Source: an optimization exercise on an open RTL-to-GDS flow (aim: small area). Production flows keep margins and buffers that such runs may drop. Only simulation tests tie the RTL to the original design; equivalence was not proved. Power is estimated from default activity; no workload was simulated. The flow treats the clock pin as an ideal source, which a real chip does not have.

==> 03-04 <==
==> flow/design.v <==
`timescale 1ns/100ps
module sisc (clk, rst_f, imem_addr, imem_rdata, dmem_addr, dmem_wdata, dmem_we, dmem_rdata, halted);
  input         clk, rst_f;
  output [15:0] imem_addr;
  input  [31:0] imem_rdata;
  output [15:0] dmem_addr;
  output [31:0] dmem_wdata;
  output        dmem_we;
  input  [31:0] dmem_rdata;
  output        halted;
  reg  [4:0]  ph;         
  reg         rot;        
  reg         hlt;
  reg  [15:0] pc;
  reg  [3:0]  st;         
  reg         c;          
  reg         acc;        
  reg  [4:0]  k;          
  reg  [15:0] a;          
  reg  [31:0] t;          
  reg  [31:0] r1, r2, r3, r4, r5, r6, r7, r8, r9, r10, r11, r12, r13, r14, r15;
  wire [3:0] op = imem_rdata[31:28];
  wire [3:0] mm = imem_rdata[27:24];
  wire [3:0] rs = imem_rdata[23:20];
  wire [3:0] rt = imem_rdata[19:16];
  wire [3:0] rd = imem_rdata[15:12];
  wire [3:0] fn = imem_rdata[3:0];
  wire act   = ~hlt;
  wire mm8   = (mm == 4'd8);
  wire isalu = (op == 4'd8);
  wire immf  = isalu & mm8;
  wire regf  = isalu & ~mm8;
  wire islod = (op == 4'd1);
  wire isstr = (op == 4'd2);
  wire isls  = islod | isstr;
  wire isswp = (op == 4'd3);
  wire ishlt = (op == 4'd15);
  wire isbr  = (op == 4'd4) | (op == 4'd5) | (op == 4'd6);
  wire issh  = regf & (fn[3:2] == 2'b10);
  wire two   = isalu | isls | isswp;
  wire last  = two ? rot : 1'b1;
  wire pcp   = act & ~ishlt & last & ph[4];      
  wire r0    = ~rot;
  wire anys  = |(mm & st);
  wire tk    = isbr & ((op == 4'd6) ? ~anys : anys);
  wire rel   = ~(tk & ((op == 4'd4) | (op == 4'd6)));
  reg pa, pb;
  always @* begin
    case (rs)
      4'd1: pa = r1[0];   4'd2: pa = r2[0];   4'd3: pa = r3[0];   4'd4: pa = r4[0];
      4'd5: pa = r5[0];   4'd6: pa = r6[0];   4'd7: pa = r7[0];   4'd8: pa = r8[0];
      4'd9: pa = r9[0];   4'd10: pa = r10[0]; 4'd11: pa = r11[0]; 4'd12: pa = r12[0];
      4'd13: pa = r13[0]; 4'd14: pa = r14[0]; 4'd15: pa = r15[0];
      default: pa = 1'b0;
    endcase
    case (rt)
      4'd1: pb = r1[0];   4'd2: pb = r2[0];   4'd3: pb = r3[0];   4'd4: pb = r4[0];
      4'd5: pb = r5[0];   4'd6: pb = r6[0];   4'd7: pb = r7[0];   4'd8: pb = r8[0];
      4'd9: pb = r9[0];   4'd10: pb = r10[0]; 4'd11: pb = r11[0]; 4'd12: pb = r12[0];
      4'd13: pb = r13[0]; 4'd14: pb = r14[0]; 4'd15: pb = r15[0];
      default: pb = 1'b0;
    endcase
  end
  wire       ph0   = (ph[3:0] == 4'd0);
  wire       ibit  = (ph[4] & ~pcp) ? imem_rdata[15] : (ph0 ? imem_rdata[0] : a[0]);
  wire       pcbit = pc[ph[3:0]];
  wire inv   = issh ? fn[0] : (fn == 4'd2);
  wire first = ph0 & (ph[4] == pcp);
  wire xb    = pcp ? (rel & pcbit) : ((immf | (regf & ~issh) | (isls & ~mm8) | isswp) & pa);
  wire yb    = pcp ? (tk & ibit) : ((immf | isls) ? ibit : (regf & (pb ^ inv)));
  wire cin   = pcp ? rel : (regf & inv);
  wire ci    = first ? cin : c;
  wire sum   = xb ^ yb ^ ci;
  wire co    = (xb & yb) | (xb & ci) | (yb & ci);
  reg lg;
  always @* begin
    case (fn[1:0])
      2'b00: lg = ~pa;
      2'b01: lg = pa | pb;
      2'b10: lg = pa & pb;
      default: lg = pa ^ pb;
    endcase
  end
  wire res = (regf & fn[3]) ? 1'b0 : ((regf & fn[2]) ? lg : sum);
  wire [4:0] kn   = ~k;
  wire       tap  = t[31];
  wire       lsh  = issh & fn[1];
  wire       shv  = (lsh & fn[0] & (k == 5'd0)) ? pa : tap;
  wire       tin  = issh ? (pa & ~(lsh & (fn[0] ^ rot))) : (islod ? t[31] : pb);
  reg       we;
  reg [3:0] wa;
  reg       wb;
  always @* begin
    we = 1'b0;
    wa = rt;
    wb = res;
    if (act) begin
      if (r0) begin
        if (isalu & ~issh) begin we = 1'b1; wa = regf ? rd : rt; wb = res; end
        if (isswp)         begin we = 1'b1; wa = rt; wb = res; end
      end else begin
        if (issh)          begin we = 1'b1; wa = rd; wb = shv & ~(lsh & acc); end
        if (isswp)         begin we = 1'b1; wa = rs; wb = tap; end
        if (islod)         begin we = 1'b1; wa = rt; wb = tap; end
      end
    end
  end
  wire [15:0] wsel = we ? (16'd1 << wa) : 16'd0;
  always @(posedge clk) begin
    r1  <= {wsel[1]  ? wb : r1[0],  r1[31:1]};
    r2  <= {wsel[2]  ? wb : r2[0],  r2[31:1]};
    r3  <= {wsel[3]  ? wb : r3[0],  r3[31:1]};
    r4  <= {wsel[4]  ? wb : r4[0],  r4[31:1]};
    r5  <= {wsel[5]  ? wb : r5[0],  r5[31:1]};
    r6  <= {wsel[6]  ? wb : r6[0],  r6[31:1]};
    r7  <= {wsel[7]  ? wb : r7[0],  r7[31:1]};
    r8  <= {wsel[8]  ? wb : r8[0],  r8[31:1]};
    r9  <= {wsel[9]  ? wb : r9[0],  r9[31:1]};
    r10 <= {wsel[10] ? wb : r10[0], r10[31:1]};
    r11 <= {wsel[11] ? wb : r11[0], r11[31:1]};
    r12 <= {wsel[12] ? wb : r12[0], r12[31:1]};
    r13 <= {wsel[13] ? wb : r13[0], r13[31:1]};
    r14 <= {wsel[14] ? wb : r14[0], r14[31:1]};
    r15 <= {wsel[15] ? wb : r15[0], r15[31:1]};
  end
  wire [31:0] dw = {dmem_rdata[16:0], dmem_rdata[31:17]};
  wire [31:0] dwr;
  assign dwr = {dw[0], dw[1], dw[2], dw[3], dw[4], dw[5], dw[6], dw[7],
                dw[8], dw[9], dw[10], dw[11], dw[12], dw[13], dw[14], dw[15],
                dw[16], dw[17], dw[18], dw[19], dw[20], dw[21], dw[22], dw[23],
                dw[24], dw[25], dw[26], dw[27], dw[28], dw[29], dw[30], dw[31]};
  wire tld = islod & r0 & (ph == 5'd16);
  wire m16 = kn[4] ? t[15] : tin;
  wire m8  = kn[3] ? t[23] : m16;
  wire m4  = kn[2] ? t[27] : m8;
  wire m2  = kn[1] ? t[29] : m4;
  wire m1  = kn[0] ? t[30] : m2;
  always @(posedge clk) begin
    c <= co;
    if (tld) t <= dwr;
    else     t <= {m1, m2, t[28], m4, t[26:24], m8, t[22:16], m16, t[14:0], tin};
    if (r0) acc <= ((ph == 5'd0) ? 1'b0 : acc) | (issh ? (pb & (ph >= 5'd5)) : sum);
    if (r0 & (ph < 5'd5)) k <= {issh & sum, k[4:1]};
    if (ph0) a <= {sum, imem_rdata[15:1]};
    else     a <= {sum, a[15:1]};
  end
  wire stwe = act & r0 & (ph == 5'd31) & isalu & ((fn == 4'd1) | (fn == 4'd2));
  wire fsb  = (fn == 4'd2);
  always @(posedge clk or negedge rst_f) begin
    if (!rst_f) begin
      ph  <= 5'd0;
      rot <= 1'b0;
      hlt <= 1'b0;
      pc  <= 16'd0;
      st  <= 4'd0;
    end else begin
      ph  <= ph + 5'd1;
      hlt <= hlt | ishlt;
      if (ph == 5'd31) rot <= two & r0 & act;
      if (pcp & (ph == 5'd31)) pc <= {sum, a[15:1]};
      if (stwe) st <= {co ^ (regf & fsb),
                       ~(fsb ^ pa ^ pb) & (fsb ^ pb ^ sum),
                       sum,
                       ~(acc | sum)};
    end
  end
  assign imem_addr  = pc;
  assign dmem_addr  = a;
  assign dmem_we    = act & isstr & rot & (ph == 5'd16);
  assign dmem_wdata = {t[16], t[17], t[18], t[19], t[20], t[21], t[22], t[23],
                       t[24], t[25], t[26], t[27], t[28], t[29], t[30], t[31],
                       t[0], t[1], t[2], t[3], t[4], t[5], t[6], t[7],
                       t[8], t[9], t[10], t[11], t[12], t[13], t[14], t[15]};
  assign halted = hlt;
endmodule
==> flow/flow/run.sh <==
#!/bin/bash
# Standard ORFS layout (standard synthesis unchanged). Changes from the standard flow's own
# layout: port buffers are buf_1; the clock tree uses sink clusters of up to 32
# flip-flops within 120 um (clkbuf_16 each), no dummy loads, and clkbuf_4
# root/tree buffers; buffers that ABC inserted are removed at floorplan and
# non-critical gates are downsized after global routing (RECOVER_POWER), then
# repair_design runs again (flow/post_grt.tcl) to fix any slew this causes.
# ORFS writes each step's log under orfs/logs; make's output goes to flow_make.log.
set -euo pipefail
export BUFFER_PORTS_ARGS="-buffer_cell sky130_fd_sc_hd__buf_1"
export CTS_ARGS="-sink_clustering_enable -repair_clock_nets -dont_use_dummy_load -sink_clustering_size 32 -sink_clustering_max_diameter 120 -root_buf sky130_fd_sc_hd__clkbuf_4 -tree_buf sky130_fd_sc_hd__clkbuf_4"
export RECOVER_POWER=100
export REMOVE_ABC_BUFFERS=1
export POST_GLOBAL_ROUTE_TCL="$PWD/flow/post_grt.tcl"
bash standard.sh finish > flow_make.log 2>&1
==> flow/flow/post_grt.tcl <==
# After the power-recovery downsizing, fix any slew or capacitance it broke.
global_route -start_incremental
repair_design -slew_margin 20 -cap_margin 20
global_route -end_incremental
==> flow/standard.sh <==
#!/bin/bash
# synth_recipe.tcl (not shown) runs the flow's synth.tcl, then flattens the netlist and writes it again
# the make line also repeats each setting of config.mk as NAME=value (left out here)
make -C /OpenROAD-flow-scripts/flow DESIGN_CONFIG=/design/flow/config.mk WORK_HOME=/design/flow/orfs CLKGATE_MAP_FILE= SYNTH_SCRIPT=/design/flow/synth_recipe.tcl "${@:-finish}"
==> flow/config.mk <==
export PLATFORM = sky130hd
export DESIGN_NAME = sisc
export DESIGN_NICKNAME = sisc
export VERILOG_FILES = /design/flow/design.v
export SDC_FILE = /design/flow/constraint.sdc
export NUM_CORES = 4
export LEC_CHECK = 0
export CAP_MARGIN = 20
export CORE_MARGIN = 2
export CORE_UTILIZATION = 70
export PLACE_DENSITY = 0.8
export SLEW_MARGIN = 20
==> flow/constraint.sdc <==
create_clock -name core_clock -period 10.0 [get_ports {clk}]
set_input_delay 2.0000 -clock core_clock [delete_from_list [all_inputs] [get_ports {clk}]]
set_output_delay 2.0000 -clock core_clock [all_outputs]
set_load 0.01 [all_outputs]
==> inputs of 10-11, as changes to 03-04 <==
--- a/flow/design.v
+++ b/flow/design.v
@@ -61,12 +61,13 @@
       default: pb = 1'b0;
     endcase
   end
-  wire       ph0   = (ph[3:0] == 4'd0);
-  wire       ibit  = (ph[4] & ~pcp) ? imem_rdata[15] : (ph0 ? imem_rdata[0] : a[0]);
+  wire [3:0] iidx  = (ph[4] & ~pcp) ? 4'd15 : ph[3:0];
+  wire       ibit  = imem_rdata[iidx];
   wire       pcbit = pc[ph[3:0]];
+  wire       dbit  = dmem_rdata[ph];
   wire inv   = issh ? fn[0] : (fn == 4'd2);
-  wire first = ph0 & (ph[4] == pcp);
-  wire xb    = pcp ? (rel & pcbit) : ((immf | (regf & ~issh) | (isls & ~mm8) | isswp) & pa);
+  wire first = (ph[3:0] == 4'd0) & (ph[4] == pcp);
+  wire xb    = pcp ? (rel & pcbit) : ((immf | (regf & ~issh) | (isls & ~mm8)) & pa);
   wire yb    = pcp ? (tk & ibit) : ((immf | isls) ? ibit : (regf & (pb ^ inv)));
   wire cin   = pcp ? rel : (regf & inv);
   wire ci    = first ? cin : c;
@@ -83,10 +84,9 @@
   end
   wire res = (regf & fn[3]) ? 1'b0 : ((regf & fn[2]) ? lg : sum);
   wire [4:0] kn   = ~k;
-  wire       tap  = t[31];
-  wire       lsh  = issh & fn[1];
-  wire       shv  = (lsh & fn[0] & (k == 5'd0)) ? pa : tap;
-  wire       tin  = issh ? (pa & ~(lsh & (fn[0] ^ rot))) : (islod ? t[31] : pb);
+  wire       tap  = t[kn];
+  wire [5:0] pk   = {1'b0, ph} + {1'b0, k};
+  wire       msk  = fn[1] & (acc | (fn[0] ? ((k != 5'd0) & ~pk[5]) : pk[5]));
   reg       we;
   reg [3:0] wa;
   reg       wb;
@@ -97,11 +97,12 @@
     if (act) begin
       if (r0) begin
         if (isalu & ~issh) begin we = 1'b1; wa = regf ? rd : rt; wb = res; end
-        if (isswp)         begin we = 1'b1; wa = rt; wb = res; end
+        if (isswp)         begin we = 1'b1; wa = rt; wb = pa; end
+        if (islod & ph[4]) begin we = 1'b1; wa = rt; wb = dbit; end
       end else begin
-        if (issh)          begin we = 1'b1; wa = rd; wb = shv & ~(lsh & acc); end
-        if (isswp)         begin we = 1'b1; wa = rs; wb = tap; end
-        if (islod)         begin we = 1'b1; wa = rt; wb = tap; end
+        if (issh)           begin we = 1'b1; wa = rd; wb = tap & ~msk; end
+        if (isswp)          begin we = 1'b1; wa = rs; wb = tap; end
+        if (islod & ~ph[4]) begin we = 1'b1; wa = rt; wb = dbit; end
       end
     end
   end
@@ -123,26 +124,13 @@
     r14 <= {wsel[14] ? wb : r14[0], r14[31:1]};
     r15 <= {wsel[15] ? wb : r15[0], r15[31:1]};
   end
-  wire [31:0] dw = {dmem_rdata[16:0], dmem_rdata[31:17]};
-  wire [31:0] dwr;
-  assign dwr = {dw[0], dw[1], dw[2], dw[3], dw[4], dw[5], dw[6], dw[7],
-                dw[8], dw[9], dw[10], dw[11], dw[12], dw[13], dw[14], dw[15],
-                dw[16], dw[17], dw[18], dw[19], dw[20], dw[21], dw[22], dw[23],
-                dw[24], dw[25], dw[26], dw[27], dw[28], dw[29], dw[30], dw[31]};
-  wire tld = islod & r0 & (ph == 5'd16);
-  wire m16 = kn[4] ? t[15] : tin;
-  wire m8  = kn[3] ? t[23] : m16;
-  wire m4  = kn[2] ? t[27] : m8;
-  wire m2  = kn[1] ? t[29] : m4;
-  wire m1  = kn[0] ? t[30] : m2;
+  wire aen = pcp | (act & r0 & isls & ~ph[4]);
   always @(posedge clk) begin
     c <= co;
-    if (tld) t <= dwr;
-    else     t <= {m1, m2, t[28], m4, t[26:24], m8, t[22:16], m16, t[14:0], tin};
+    t <= {t[30:0], issh ? pa : pb};
     if (r0) acc <= ((ph == 5'd0) ? 1'b0 : acc) | (issh ? (pb & (ph >= 5'd5)) : sum);
-    if (r0 & (ph < 5'd5)) k <= {issh & sum, k[4:1]};
-    if (ph0) a <= {sum, imem_rdata[15:1]};
-    else     a <= {sum, a[15:1]};
+    if (r0 & (ph < 5'd5)) k <= {sum, k[4:1]};
+    if (aen) a <= {sum, a[15:1]};
   end
   wire stwe = act & r0 & (ph == 5'd31) & isalu & ((fn == 4'd1) | (fn == 4'd2));
   wire fsb  = (fn == 4'd2);
@@ -166,10 +154,10 @@
   end
   assign imem_addr  = pc;
   assign dmem_addr  = a;
-  assign dmem_we    = act & isstr & rot & (ph == 5'd16);
-  assign dmem_wdata = {t[16], t[17], t[18], t[19], t[20], t[21], t[22], t[23],
-                       t[24], t[25], t[26], t[27], t[28], t[29], t[30], t[31],
-                       t[0], t[1], t[2], t[3], t[4], t[5], t[6], t[7],
-                       t[8], t[9], t[10], t[11], t[12], t[13], t[14], t[15]};
+  assign dmem_we    = act & isstr & rot & (ph == 5'd0);
+  assign dmem_wdata = {t[0], t[1], t[2], t[3], t[4], t[5], t[6], t[7],
+                       t[8], t[9], t[10], t[11], t[12], t[13], t[14], t[15],
+                       t[16], t[17], t[18], t[19], t[20], t[21], t[22], t[23],
+                       t[24], t[25], t[26], t[27], t[28], t[29], t[30], t[31]};
   assign halted = hlt;
 endmodule
==> flow/run.sh (new file) <==
#!/bin/bash
# synth_recipe.tcl (not shown) runs the flow's synth.tcl, then flattens the netlist and writes it again
# the make line also repeats each setting of config.mk as NAME=value (left out here)
make -C /OpenROAD-flow-scripts/flow DESIGN_CONFIG=/design/flow/config.mk WORK_HOME=/design/flow/orfs CLKGATE_MAP_FILE= SYNTH_SCRIPT=/design/flow/synth_recipe.tcl finish
- ABC_AREA: unset -> 1
- CORE_UTILIZATION: 70 -> 40
- PLACE_DENSITY: 0.8 -> unset
removed: flow/flow/run.sh
removed: flow/flow/post_grt.tcl
removed: flow/standard.sh
==> inputs of 05-15, as changes to 03-04 <==
--- a/flow/design.v
+++ b/flow/design.v
@@ -83,10 +83,10 @@
   end
   wire res = (regf & fn[3]) ? 1'b0 : ((regf & fn[2]) ? lg : sum);
   wire [4:0] kn   = ~k;
-  wire       tap  = t[31];
+  wire       tap  = t[kn];
   wire       lsh  = issh & fn[1];
   wire       shv  = (lsh & fn[0] & (k == 5'd0)) ? pa : tap;
-  wire       tin  = issh ? (pa & ~(lsh & (fn[0] ^ rot))) : (islod ? t[31] : pb);
+  wire       tin  = issh ? (pa & ~(lsh & (fn[0] ^ rot))) : pb;
   reg       we;
   reg [3:0] wa;
   reg       wb;
@@ -98,10 +98,11 @@
       if (r0) begin
         if (isalu & ~issh) begin we = 1'b1; wa = regf ? rd : rt; wb = res; end
         if (isswp)         begin we = 1'b1; wa = rt; wb = res; end
+        if (islod & ph[4] & ~ph0) begin we = 1'b1; wa = rt; wb = tap; end
       end else begin
-        if (issh)          begin we = 1'b1; wa = rd; wb = shv & ~(lsh & acc); end
-        if (isswp)         begin we = 1'b1; wa = rs; wb = tap; end
-        if (islod)         begin we = 1'b1; wa = rt; wb = tap; end
+        if (issh)           begin we = 1'b1; wa = rd; wb = shv & ~(lsh & acc); end
+        if (isswp)          begin we = 1'b1; wa = rs; wb = tap; end
+        if (islod & (~ph[4] | ph0)) begin we = 1'b1; wa = rt; wb = tap; end
       end
     end
   end
@@ -130,15 +131,10 @@
                 dw[16], dw[17], dw[18], dw[19], dw[20], dw[21], dw[22], dw[23],
                 dw[24], dw[25], dw[26], dw[27], dw[28], dw[29], dw[30], dw[31]};
   wire tld = islod & r0 & (ph == 5'd16);
-  wire m16 = kn[4] ? t[15] : tin;
-  wire m8  = kn[3] ? t[23] : m16;
-  wire m4  = kn[2] ? t[27] : m8;
-  wire m2  = kn[1] ? t[29] : m4;
-  wire m1  = kn[0] ? t[30] : m2;
   always @(posedge clk) begin
     c <= co;
     if (tld) t <= dwr;
-    else     t <= {m1, m2, t[28], m4, t[26:24], m8, t[22:16], m16, t[14:0], tin};
+    else     t <= {t[30:0], tin};
     if (r0) acc <= ((ph == 5'd0) ? 1'b0 : acc) | (issh ? (pb & (ph >= 5'd5)) : sum);
     if (r0 & (ph < 5'd5)) k <= {issh & sum, k[4:1]};
     if (ph0) a <= {sum, imem_rdata[15:1]};
==> flow/flow/run.sh (replaced) <==
#!/bin/bash
# Standard ORFS layout (standard synthesis unchanged) with smaller port buffers
# and a clock tree with larger sink clusters and no dummy loads.
set -euo pipefail
export BUFFER_PORTS_ARGS="-buffer_cell sky130_fd_sc_hd__buf_1"
export CTS_ARGS="-sink_clustering_enable -repair_clock_nets -dont_use_dummy_load -sink_clustering_size 30 -sink_clustering_max_diameter 100"
bash standard.sh finish > flow_make.log 2>&1
removed: flow/flow/post_grt.tcl
==> comparison <==
Between 10-11 and 05-15, the lower combinational power is in 05-15 (gap 79%, measured against 05-15).
Between 03-04 and 10-11, the lower non-clock buffer count is in 10-11 (gap 3).
The lowest core utilization belongs to 10-11, the highest to 05-15.
Wire length: 03-04 < 10-11 < 05-15.

re-timing with driven ports:
No port has a modelled driver above. Below, the same layouts with a new extraction and two added sets of constraints.
Step 1 assumes that a clkbuf_16 drives the clock port and a buf_2 every other input.
Step 2 times the ports against the registers' clock, not the clock port: input delays grow and output delays shrink by t, the midpoint of the rising clock arrivals with the driver on.
Three values: no drivers, after step 1, after step 2; two values: the first two.
| run | shift t [ns] | setup WS [ns] | worst setup path after step 2 |
|---|---|---|---|
| 03-04 | 0.789 | 4.237 / 4.194 / 3.826 | input to register |
| 10-11 | 0.595 | 3.892 / 3.845 / 3.832 | input to register |
| 05-15 | 0.567 | 4.095 / 4.112 / 3.546 | input to register |
After both steps every run listed still meets setup and hold. For 05-15, which loses most, drivers alone change the setup slack by +0.017 ns; drivers and shift together by -0.549 ns.
